Source: an optimization exercise on an open RTL-to-GDS flow (aim: small area and a short achievable clock period). Production flows keep margins and buffers that such runs may drop. Only simulation tests tie the RTL to the original design; equivalence was not proved. No activity file was given, so power comes from the tool's default toggle rates.

==> flow/design.v (excerpt) <==
module cpu(
    input  wire        clk,
    input  wire        reset,
    output wire [31:0] mem_addr,
    output wire        mem_wr,
    output wire [31:0] mem_wdata,
    input  wire [31:0] mem_rdata,
    output wire        reg_we,
    output wire [4:0]  reg_waddr,
    output wire [31:0] reg_wdata
);
For scale: ~5800 cells after synthesis, ~140 I/O pins, about 72000 sq um of cells after synthesis.
==> flow/config.mk <==
export PLATFORM = sky130hd
export DESIGN_NAME = cpu
export DESIGN_NICKNAME = cpu
export VERILOG_FILES = /design/flow/design.v
export SDC_FILE = /design/flow/constraint.sdc
export NUM_CORES = 8
export LEC_CHECK = 0
export CAP_MARGIN = 35
export CORE_MARGIN = 2
export CORE_UTILIZATION = 40
export CTS_CLUSTER_DIAMETER = 100
export CTS_CLUSTER_SIZE = 25
export SLEW_MARGIN = 35
export BUFFER_PORTS_ARGS = -buffer_cell sky130_fd_sc_hd__buf_2
export SETUP_SLACK_MARGIN = 59.5
==> flow/constraint.sdc <==
create_clock -name core_clock -period 76.0 [get_ports {clk}]
set_input_delay 15.2000 -clock core_clock [delete_from_list [all_inputs] [get_ports {clk}]]
set_output_delay 15.2000 -clock core_clock [all_outputs]
set_load 0.01 [all_outputs]
standard.sh (not shown) runs the stock make flow with config.mk's settings and CLKGATE_MAP_FILE= SYNTH_SCRIPT=/design/flow/synth_recipe.tcl, a recipe that flattens the netlist after the stock synthesis.
==> flow/flow/run.sh <==
#!/bin/bash
# Layout flow: the standard layout (standard.sh, unchanged synthesis,
# floorplan, power grid, placement, CTS and routing), with two settings added
# to its config.mk:
#  - the port buffers that placement inserts on every input and output are
#    plain buffers (buf_2) rather than the resizer's default pick;
#  - the resizer's setup margin asks repair_timing to keep working on paths
#    until they would meet a shorter period (the SDC and clock are unchanged).
# Each tool's output goes to the logs below and to ORFS's own logs in orfs/logs.
set -euo pipefail
MARGIN=${SETUP_MARGIN_NS:-59.5}
{
  echo 'export BUFFER_PORTS_ARGS = -buffer_cell sky130_fd_sc_hd__buf_2'
  echo "export SETUP_SLACK_MARGIN = ${MARGIN}"
} >> config.mk
bash standard.sh synth > standard_synth.log 2>&1
bash standard.sh > standard_layout.log 2>&1
The baseline went through all stages and came out clean.
Next try:
--- a/flow/config.mk
+++ b/flow/config.mk
@@ -7,3 +7,3 @@
 export LEC_CHECK = 0
-export CAP_MARGIN = 35
+export CAP_MARGIN = 15
 export CORE_MARGIN = 2
@@ -12,3 +12,3 @@
 export CTS_CLUSTER_SIZE = 25
-export SLEW_MARGIN = 35
+export SLEW_MARGIN = 15
 export BUFFER_PORTS_ARGS = -buffer_cell sky130_fd_sc_hd__buf_2
Via count hardly moves.
Wire length stays flat.
Final cell count hardly moves.
Clock-buffer cell count increases by 3.
Global-route usage barely changes.
Synthesized area stays the same.
Worst hold slack stays flat.
Next try:
==> flow/run.sh (new file) <==
#!/bin/bash
# synth_recipe.tcl (not shown) runs the flow's synth.tcl, then flattens the netlist and writes it again
# the make line also repeats each setting of config.mk as NAME=value (left out here)
make -C /OpenROAD-flow-scripts/flow DESIGN_CONFIG=/design/flow/config.mk WORK_HOME=/design/flow/orfs CLKGATE_MAP_FILE= SYNTH_SCRIPT=/design/flow/synth_recipe.tcl finish
--- a/flow/config.mk
+++ b/flow/config.mk
@@ -7,3 +7,3 @@
 export LEC_CHECK = 0
-export CAP_MARGIN = 15
+export CAP_MARGIN = 35
 export CORE_MARGIN = 2
@@ -12,4 +12,2 @@
 export CTS_CLUSTER_SIZE = 25
-export SLEW_MARGIN = 15
-export BUFFER_PORTS_ARGS = -buffer_cell sky130_fd_sc_hd__buf_2
-export SETUP_SLACK_MARGIN = 59.5
+export SLEW_MARGIN = 35
removed: flow/flow/run.sh
removed: flow/standard.sh
Outcome: The changed run produced a clean layout. Total power rises by 0.60%. Final area came out higher by 1.1%. Cell count barely changes. Maximum frequency goes down by 2.5%. Synthesized area does not change. Global-route usage came out higher by 0.11 points. First-iteration DRC count rose by 6.6%. Wire length is about the same.

## what the ideal ports hide
In the flow no input, the clock included, has a driving cell. The finished layouts below were timed again as built, in two steps.
Step 1 assumes that a clkbuf_16 drives the clock port and a buf_2 every other input.
Step 2 also shifts input and output timing later by t, the mid clock arrival at the registers, as if the neighbouring blocks saw the same clock.
Three values: ideal, step 1, step 2; two values: the first two.
run | t, ns | slack for setup (ns) | clock arrival spread, ns
the first run | 0.854 | 59.548 / 59.467 / 59.412 | 0.087 / 0.087
the second run | 0.841 | 59.558 / 59.481 / 59.198 | 0.063 / 0.063
the third run | 0.838 | 59.132 / 59.060 / 58.974 | 0.076 / 0.076
After both steps setup and hold are still met in every run listed. For the second run, which loses most, drivers alone change the setup slack by -0.077 ns; drivers and shift together by -0.360 ns.
